From an optimization exercise on the open Yosys and OpenROAD flow, aimed at small area; shortcuts taken in it are not production practice. Function was checked by simulation only, so behaviour that the tests miss may differ from the original. The flow treats the clock pin as an ideal source, which a real chip does not have. Power is estimated from default activity; no workload was simulated.

## job 705
Design Calculator_top, start of the top module:
module Calculator_top(
    input wire [3:0] a,
    input wire [3:0] b,
    input wire clk,
    input wire rst,
    input wire enter,
    input wire back,
    input wire up,
    input wire down,
    output wire [3:0] an,
    output wire [7:0] seg,
    output reg bin_ind
);
Size: ~27 I/O pins, ~0.0058 sq mm of cells after synthesis.
export LEC_CHECK = 0
export ABC_AREA = 1
export CAP_MARGIN = 20
export CORE_MARGIN = 2
export CORE_UTILIZATION = 40
export SLEW_MARGIN = 20
create_clock -name core_clock -period 12.0 [get_ports {clk}]
standard.sh (not shown) runs the stock make flow with config.mk's settings and CLKGATE_MAP_FILE= SYNTH_SCRIPT=/design/flow/synth_recipe.tcl, a recipe that flattens the netlist after the stock synthesis.
==> flow/flow/run.sh <==
#!/bin/bash
# Standard layout, except that:
#  - the combinational logic of the standard synthesis is re-mapped for area
#    by yosys/abc (flip-flops kept as they are) before floorplanning; four
#    abc runs (two seeds, two mappers), the smallest is kept;
#  - ports are buffered with buf_1;
#  - the clock tree is built by flow/mycts.tcl (root buffer and leaf buffers
#    over k-means clusters of flip-flops); if that fails, CTS runs with the
#    options in flow/cts_args.
set -u
HERE=$(pwd)
F=$HERE/flow
RES=$HERE/orfs/results/$FLOW_PLATFORM/Calculator_top/base
LIB=$FLOW_HOME/platforms/$FLOW_PLATFORM/lib/sky130_fd_sc_hd__tt_025C_1v80.lib
YOSYS=$(command -v yosys || echo /OpenROAD-flow-scripts/tools/install/yosys/bin/yosys)

bash standard.sh synth > std_synth.log 2>&1 || { echo "standard synth failed"; exit 1; }
cp $RES/1_2_yosys.v $HERE/std_1_2_yosys.v

# combinational cell models for the re-mapping
$YOSYS -q -p "read_liberty -ignore_miss_func $LIB; write_verilog -noattr $HERE/cells_all.v" > cells.log 2>&1
python3 $F/combcells.py $HERE/cells_all.v $HERE/combcells.v > combcells.log 2>&1

for S in 0 1 2 3; do
  if [ $S -lt 2 ]; then
    echo "strash; &get -n; &deepsyn -T 60 -S $S; &put; strash; dch -f; amap; topo" > $HERE/area$S.abc
  else
    echo "strash; &get -n; &deepsyn -T 60 -S $((S - 2)); &put; strash; &get -n; &dch -f; &nf -a -R 1000; &put" > $HERE/area$S.abc
  fi
  cat > $HERE/resyn$S.ys <<EOS
read_liberty -lib $LIB
read_verilog -defer $HERE/std_1_2_yosys.v
hierarchy -top $FLOW_TOP
techmap -map $HERE/combcells.v
techmap
opt -purge
abc -liberty $LIB -dont_use *probe* -dont_use *lpflow* -script $HERE/area$S.abc
opt_clean -purge
hilomap -singleton -hicell sky130_fd_sc_hd__conb_1 HI -locell sky130_fd_sc_hd__conb_1 LO
insbuf -buf sky130_fd_sc_hd__buf_4 A X
check -assert -mapped
tee -o $HERE/resyn${S}_stat.txt stat -liberty $LIB
write_verilog -noattr -nohex -nodec $HERE/resyn${S}_1_2_yosys.v
EOS
  ( $YOSYS -s $HERE/resyn$S.ys > resyn$S.log 2>&1 && python3 $F/sameregs.py $HERE/std_1_2_yosys.v $HERE/resyn${S}_1_2_yosys.v > sameregs$S.log 2>&1 && touch $HERE/resyn$S.ok ) &
done
wait

BEST=""; BESTA=""
for S in 0 1 2 3; do
  [ -f $HERE/resyn$S.ok ] || continue
  A=$(grep -i "chip area" $HERE/resyn${S}_stat.txt | awk '{print $NF}')
  echo "seed $S: $A"
  if [ -z "$BEST" ] || python3 -c "import sys; sys.exit(0 if $A < $BESTA else 1)"; then BEST=$S; BESTA=$A; fi
done
if [ -n "$BEST" ]; then
  cp $HERE/resyn${BEST}_1_2_yosys.v $RES/1_2_yosys.v
  rm -f $RES/1_synth.odb $RES/1_synth.sdc
  echo "using the re-mapped netlist of seed $BEST ($BESTA)"
else
  echo "re-mapping failed; keeping the standard netlist"
fi
bash standard.sh "BUFFER_PORTS_ARGS=-buffer_cell sky130_fd_sc_hd__buf_1" place > std_place.log 2>&1 || { echo "standard place failed"; exit 1; }
# clock tree built by flow/mycts.tcl; CTS itself only sees the port's net
if ! bash standard.sh "PRE_CTS_TCL=$F/mycts.tcl" "CTS_ARGS=-clk_nets clk -dont_use_dummy_load -buf_list sky130_fd_sc_hd__clkbuf_8" cts > std_cts.log 2>&1; then
  echo "hand-built clock tree failed; using CTS"
  bash standard.sh clean_cts > std_clean_cts.log 2>&1
  bash standard.sh "CTS_ARGS=$(cat $F/cts_args)" cts > std_cts2.log 2>&1 || { echo "standard cts failed"; exit 1; }
fi
bash standard.sh finish > std_finish.log 2>&1 || { echo "standard finish failed"; exit 1; }
test -f out/final.def
==> flow/flow/mycts.tcl <==
# PRE_CTS hook: builds a two-level clock tree by hand. The clock port drives
# one root buffer, which drives NLEAF leaf buffers; the flip-flops are split
# among the leaves by location (k-means), so every flip-flop sees the same
# two buffers between the port and its clock pin. clock_tree_synthesis is
# then limited to the port's net, which has a single sink, so it adds nothing.
set per_leaf 16
set bufname sky130_fd_sc_hd__clkbuf_8
set rootname sky130_fd_sc_hd__clkbuf_16
set block [ord::get_db_block]
set db [ord::get_db]
set master [$db findMaster $bufname]
set rmaster [$db findMaster $rootname]
set clk [$block findNet clk]

set sinks {}
foreach it [$clk getITerms] {
  if {[$it isInputSignal]} { lappend sinks $it }
}
set n [llength $sinks]
set k [expr {int(ceil(double($n) / $per_leaf))}]
puts "mycts: $n clock sinks, $k leaf buffers"

proc loc {it} {
  set inst [$it getInst]
  set b [$inst getBBox]
  return [list [expr {([$b xMin] + [$b xMax]) / 2}] [expr {([$b yMin] + [$b yMax]) / 2}]]
}
set pts {}
foreach it $sinks { lappend pts [loc $it] }

# k-means, seeded with sinks spread along the sorted x order
set order [lsort -integer -indices [lmap p $pts {lindex $p 0}]]
set cent {}
for {set c 0} {$c < $k} {incr c} {
  set idx [lindex $order [expr {int(($c + 0.5) * $n / $k)}]]
  lappend cent [lindex $pts $idx]
}
# balanced assignment: each centre takes at most cap sinks, nearest first
set cap [expr {int(ceil(double($n) / $k))}]
for {set iter 0} {$iter < 30} {incr iter} {
  set pairs {}
  for {set i 0} {$i < $n} {incr i} {
    lassign [lindex $pts $i] x y
    for {set c 0} {$c < $k} {incr c} {
      lassign [lindex $cent $c] cx cy
      lappend pairs [list [expr {abs($x - $cx) + abs($y - $cy)}] $i $c]
    }
  }
  set pairs [lsort -integer -index 0 $pairs]
  set assign [lrepeat $n -1]
  set cnt [lrepeat $k 0]
  foreach p $pairs {
    lassign $p d i c
    if {[lindex $assign $i] >= 0 || [lindex $cnt $c] >= $cap} continue
    lset assign $i $c
    lset cnt $c [expr {[lindex $cnt $c] + 1}]
  }
  set newcent {}
  for {set c 0} {$c < $k} {incr c} {
    set sx 0; set sy 0; set m 0
    for {set i 0} {$i < $n} {incr i} {
      if {[lindex $assign $i] == $c} {
        lassign [lindex $pts $i] x y
        incr sx $x; incr sy $y; incr m
      }
    }
    if {$m > 0} { lappend newcent [list [expr {$sx / $m}] [expr {$sy / $m}]] } else { lappend newcent [lindex $cent $c] }
  }
  set cent $newcent
}

# root buffer at the centre of the leaves
set rx 0; set ry 0
foreach c $cent { incr rx [lindex $c 0]; incr ry [lindex $c 1] }
set rx [expr {$rx / $k}]; set ry [expr {$ry / $k}]
set root [odb::dbInst_create $block $rmaster "clkroot_buf"]
set rootnet [odb::dbNet_create $block "clkroot_net"]
$rootnet setSigType CLOCK
[$root findITerm A] connect $clk
[$root findITerm X] connect $rootnet
$root setLocation $rx $ry
$root setPlacementStatus PLACED

for {set c 0} {$c < $k} {incr c} {
  set leaf [odb::dbInst_create $block $master "clkleaf_buf_$c"]
  set leafnet [odb::dbNet_create $block "clkleaf_net_$c"]
  $leafnet setSigType CLOCK
  [$leaf findITerm A] connect $rootnet
  [$leaf findITerm X] connect $leafnet
  lassign [lindex $cent $c] cx cy
  $leaf setLocation $cx $cy
  $leaf setPlacementStatus PLACED
  for {set i 0} {$i < $n} {incr i} {
    if {[lindex $assign $i] == $c} {
      set it [lindex $sinks $i]
      $it disconnect
      $it connect $leafnet
    }
  }
}
set_propagated_clock [all_clocks]
puts "mycts: done"
Other scripts of this flow, unchanged in this note and not shown: flow/flow/combcells.py, flow/flow/cts_args, flow/flow/sameregs.py
Job 705 ran to completion and came out clean on the timing, DRC and antenna checks.
diff inputs: job 705 => job 3607
--- a/flow/flow/run.sh
+++ b/flow/flow/run.sh
@@ -3,5 +3,5 @@
 #  - the combinational logic of the standard synthesis is re-mapped for area
 #    by yosys/abc (flip-flops kept as they are) before floorplanning; four
-#    abc runs (two seeds, two mappers), the smallest is kept;
+#    abc runs with different seeds, the smallest is kept;
 #  - ports are buffered with buf_1;
 #  - the clock tree is built by flow/mycts.tcl (root buffer and leaf buffers
@@ -23,9 +23,5 @@
 
 for S in 0 1 2 3; do
-  if [ $S -lt 2 ]; then
-    echo "strash; &get -n; &deepsyn -T 60 -S $S; &put; strash; dch -f; amap; topo" > $HERE/area$S.abc
-  else
-    echo "strash; &get -n; &deepsyn -T 60 -S $((S - 2)); &put; strash; &get -n; &dch -f; &nf -a -R 1000; &put" > $HERE/area$S.abc
-  fi
+  echo "strash; &get -n; &deepsyn -T 60 -S $S; &put; strash; &get -n; &dch -f; &nf -a -R 1000; &put" > $HERE/area$S.abc
   cat > $HERE/resyn$S.ys <<EOS
 read_liberty -lib $LIB
Taking job 705 as the reference, in job 3607 routed wire length saw a decrease; relative contribution of sequential cells to total power increased 1.6 points; number of standard cells after synthesis down 10%; post-layout instance area saw an increase.
Setup changes, job 3607 to job 5402
--- a/flow/flow/mycts.tcl
+++ b/flow/flow/mycts.tcl
@@ -4,6 +4,6 @@
 # two buffers between the port and its clock pin. clock_tree_synthesis is
 # then limited to the port's net, which has a single sink, so it adds nothing.
-set per_leaf 16
-set bufname sky130_fd_sc_hd__clkbuf_8
+set per_leaf 24
+set bufname sky130_fd_sc_hd__clkbuf_16
 set rootname sky130_fd_sc_hd__clkbuf_16
 set block [ord::get_db_block]
==> results.txt <==
No run among job 3607 and job 5402 stopped early or left any final violation; all are clean.
Against job 3607, the final cell area of job 5402 is higher.
Against job 3607 as the reference, job 5402 delivers a lower critical path depth.
For final routed wirelength across all metal layers, job 3607 and job 5402 come out practically identical.
Looking at number of vias after detailed routing, job 5402 sits 78 above job 3607.
Sequential cell count: job 3607 vs job 5402 identical
Diff job 5402..job 3607 | final sum of negative setup slack | unchanged
Compared with job 3607, in job 5402 number of nets in the synthesized netlist went up; clock power went up; cell-internal power went up.
As far as combined global-route utilization of all metal layers is concerned, job 5402 and job 3607 perform about the same.
Job 5402 improves on job 3607 in slack of the critical path.


## run 1
Starting RTL as in the previous note.
export LEC_CHECK = 0
export ABC_AREA = 1
export CAP_MARGIN = 20
export CORE_MARGIN = 2
export CORE_UTILIZATION = 40
export SLEW_MARGIN = 20
create_clock -name core_clock -period 12.0 [get_ports {clk}]
==> flow/flow/run.sh <==
#!/bin/bash
# Standard layout, except that:
#  - the combinational logic of the standard synthesis is re-mapped for area
#    by yosys/abc (flip-flops kept as they are) before floorplanning; four
#    abc runs with different seeds, the smallest is kept;
#  - ports are buffered with buf_1, and CTS uses the clock buffers and
#    options in flow/cts_args, without dummy loads.
set -u
HERE=$(pwd)
F=$HERE/flow
RES=$HERE/orfs/results/$FLOW_PLATFORM/Calculator_top/base
LIB=$FLOW_HOME/platforms/$FLOW_PLATFORM/lib/sky130_fd_sc_hd__tt_025C_1v80.lib
YOSYS=$(command -v yosys || echo /OpenROAD-flow-scripts/tools/install/yosys/bin/yosys)

bash standard.sh synth > std_synth.log 2>&1 || { echo "standard synth failed"; exit 1; }
cp $RES/1_2_yosys.v $HERE/std_1_2_yosys.v

# combinational cell models for the re-mapping
$YOSYS -q -p "read_liberty -ignore_miss_func $LIB; write_verilog -noattr $HERE/cells_all.v" > cells.log 2>&1
python3 $F/combcells.py $HERE/cells_all.v $HERE/combcells.v > combcells.log 2>&1

for S in 0 1 2 3; do
  echo "strash; &get -n; &deepsyn -T 60 -S $S; &put; strash; &get -n; &dch -f; &nf -a -R 1000; &put" > $HERE/area$S.abc
  cat > $HERE/resyn$S.ys <<EOS
read_liberty -lib $LIB
read_verilog -defer $HERE/std_1_2_yosys.v
hierarchy -top $FLOW_TOP
techmap -map $HERE/combcells.v
techmap
opt -purge
abc -liberty $LIB -dont_use *probe* -dont_use *lpflow* -script $HERE/area$S.abc
opt_clean -purge
hilomap -singleton -hicell sky130_fd_sc_hd__conb_1 HI -locell sky130_fd_sc_hd__conb_1 LO
insbuf -buf sky130_fd_sc_hd__buf_4 A X
check -assert -mapped
tee -o $HERE/resyn${S}_stat.txt stat -liberty $LIB
write_verilog -noattr -nohex -nodec $HERE/resyn${S}_1_2_yosys.v
EOS
  ( $YOSYS -s $HERE/resyn$S.ys > resyn$S.log 2>&1 && python3 $F/sameregs.py $HERE/std_1_2_yosys.v $HERE/resyn${S}_1_2_yosys.v > sameregs$S.log 2>&1 && touch $HERE/resyn$S.ok ) &
done
wait

BEST=""; BESTA=""
for S in 0 1 2 3; do
  [ -f $HERE/resyn$S.ok ] || continue
  A=$(grep -i "chip area" $HERE/resyn${S}_stat.txt | awk '{print $NF}')
  echo "seed $S: $A"
  if [ -z "$BEST" ] || python3 -c "import sys; sys.exit(0 if $A < $BESTA else 1)"; then BEST=$S; BESTA=$A; fi
done
if [ -n "$BEST" ]; then
  cp $HERE/resyn${BEST}_1_2_yosys.v $RES/1_2_yosys.v
  rm -f $RES/1_synth.odb $RES/1_synth.sdc
  echo "using the re-mapped netlist of seed $BEST ($BESTA)"
else
  echo "re-mapping failed; keeping the standard netlist"
fi
bash standard.sh "BUFFER_PORTS_ARGS=-buffer_cell sky130_fd_sc_hd__buf_1" \
  "CTS_ARGS=$(cat $F/cts_args)" finish > std_finish.log 2>&1 || { echo "standard finish failed"; exit 1; }
test -f out/final.def
==> flow/flow/cts_args <==
-sink_clustering_enable -repair_clock_nets -dont_use_dummy_load -buf_list sky130_fd_sc_hd__clkbuf_8 -sink_clustering_size 30 -sink_clustering_max_diameter 100
Other scripts of this flow, unchanged in this note and not shown: flow/flow/combcells.py, flow/flow/sameregs.py
[inputs] run 2 vs run 1
==> flow/flow/run.sh <==
#!/bin/bash
# Standard layout, except that:
#  - the combinational logic of the standard synthesis is re-mapped for area
#    by yosys/abc (flip-flops kept as they are) before floorplanning;
#  - ports are buffered with buf_1, and CTS uses small clock buffers and no
#    dummy loads (settings in flow/cts_args).
set -u
HERE=$(pwd)
F=$HERE/flow
RES=$HERE/orfs/results/$FLOW_PLATFORM/Calculator_top/base
LIB=$FLOW_HOME/platforms/$FLOW_PLATFORM/lib/sky130_fd_sc_hd__tt_025C_1v80.lib
YOSYS=$(command -v yosys || echo /OpenROAD-flow-scripts/tools/install/yosys/bin/yosys)

bash standard.sh synth > std_synth.log 2>&1 || { echo "standard synth failed"; exit 1; }
cp $RES/1_2_yosys.v $HERE/std_1_2_yosys.v

# combinational cell models for the re-mapping
$YOSYS -q -p "read_liberty -ignore_miss_func $LIB; write_verilog -noattr $HERE/cells_all.v" > cells.log 2>&1
python3 $F/combcells.py $HERE/cells_all.v $HERE/combcells.v > combcells.log 2>&1

cat > $HERE/resyn.ys <<EOS
read_liberty -lib $LIB
read_verilog -defer $HERE/std_1_2_yosys.v
hierarchy -top $FLOW_TOP
techmap -map $HERE/combcells.v
techmap
opt -purge
abc -liberty $LIB -dont_use *probe* -dont_use *lpflow* -script $F/area.abc
opt_clean -purge
hilomap -singleton -hicell sky130_fd_sc_hd__conb_1 HI -locell sky130_fd_sc_hd__conb_1 LO
insbuf -buf sky130_fd_sc_hd__buf_4 A X
check -assert -mapped
tee -o $HERE/resyn_stat.txt stat -liberty $LIB
write_verilog -noattr -nohex -nodec $HERE/resyn_1_2_yosys.v
EOS
if $YOSYS -s $HERE/resyn.ys > resyn.log 2>&1 && python3 $F/sameregs.py $HERE/std_1_2_yosys.v $HERE/resyn_1_2_yosys.v > sameregs.log 2>&1; then
  cp $HERE/resyn_1_2_yosys.v $RES/1_2_yosys.v
  rm -f $RES/1_synth.odb $RES/1_synth.sdc
  echo "using the re-mapped netlist"
else
  echo "re-mapping failed; keeping the standard netlist"
fi
bash standard.sh "BUFFER_PORTS_ARGS=-buffer_cell sky130_fd_sc_hd__buf_1" \
  "CTS_ARGS=$(cat $F/cts_args)" finish > std_finish.log 2>&1 || { echo "standard finish failed"; exit 1; }
test -f out/final.def
==> flow/flow/area.abc (new file) <==
strash; &get -n; &deepsyn -T 60; &put; strash; &get -n; &dch -f; &nf -a -R 1000; &put
==> flow/flow/cts_args <==
-sink_clustering_enable -repair_clock_nets -sink_clustering_size 30 -sink_clustering_max_diameter 100
### Flow results
Run 2 finished every stage and its layout cleared the timing, DRC and antenna checks.
Re relative area change from synthesis to final layout: run 2 and run 1 aren't equal, and the higher value belongs to run 2.
Comparing run 2 with run 1, the delay of the slowest critical-path stage came out essentially unchanged.
Run 2: total power 0.26 mW above run 1
Run 2 and run 1 ended up with nearly the same worst setup slack.
From run 1 to run 2, setup slack after placement did not move at all.
diff inputs: run 2 => run 3
==> flow/flow/cts_args <==
-sink_clustering_enable -repair_clock_nets -dont_use_dummy_load -sink_clustering_size 30 -sink_clustering_max_diameter 100 -sink_clustering_buffer sky130_fd_sc_hd__clkbuf_8 -root_buf sky130_fd_sc_hd__clkbuf_8 -buf_list sky130_fd_sc_hd__clkbuf_8
Findings:
Looking at run 3 and run 2, the via count is a wash.
[compare] base=run 2 new=run 3: routed length on met2 moved down, wire length decreased 1.8%.
Design area: run 3 better than run 2

-- re-timing with driven ports --
The results above use ideal ports. As a check the final layouts listed here were re-extracted and re-timed, cells and wires unchanged. Step 1 (the two cells are an assumption about what drives the block):
set clk [get_ports {clk}]
set_driving_cell -lib_cell sky130_fd_sc_hd__clkbuf_16 $clk
set_driving_cell -lib_cell sky130_fd_sc_hd__buf_2 [delete_from_list [all_inputs] $clk]
Step 2 adds t to the input delays and takes it off the output delays; t is the mean of the earliest and latest rising clock arrival at the registers after step 1. Input paths then give back, and output paths get back, about the clock's delay inside the block. Slacks: no drivers / after step 1 / after step 2; pairs: no drivers / after step 1.
| run | shift t [ns] | slack for setup (ns) | worst register clock-pin slew, ns | worst data-port slew with drivers (ns) | pins driven straight from the clock port |
|---|---|---|---|---|---|
| job 705 | 0.381 | 5.012 / 4.976 / 5.357 | 0.11 / 0.11 | 0.05 | 1 |
| job 3607 | 0.380 | 5.224 / 5.188 / 5.568 | 0.10 / 0.10 | 0.04 | 1 |
| job 5402 | 0.371 | 5.654 / 5.618 / 5.989 | 0.10 / 0.10 | 0.05 | 1 |
| run 1 | 0.454 | 5.186 / 5.151 / 5.605 | 0.09 / 0.09 | 0.04 | 1 |
| run 2 | 0.449 | 5.185 / 5.145 / 5.594 | 0.07 / 0.07 | 0.04 | 1 |
| run 3 | 0.454 | 5.186 / 5.151 / 5.605 | 0.09 / 0.09 | 0.04 | 1 |
After both steps setup and hold are still met in every run listed.
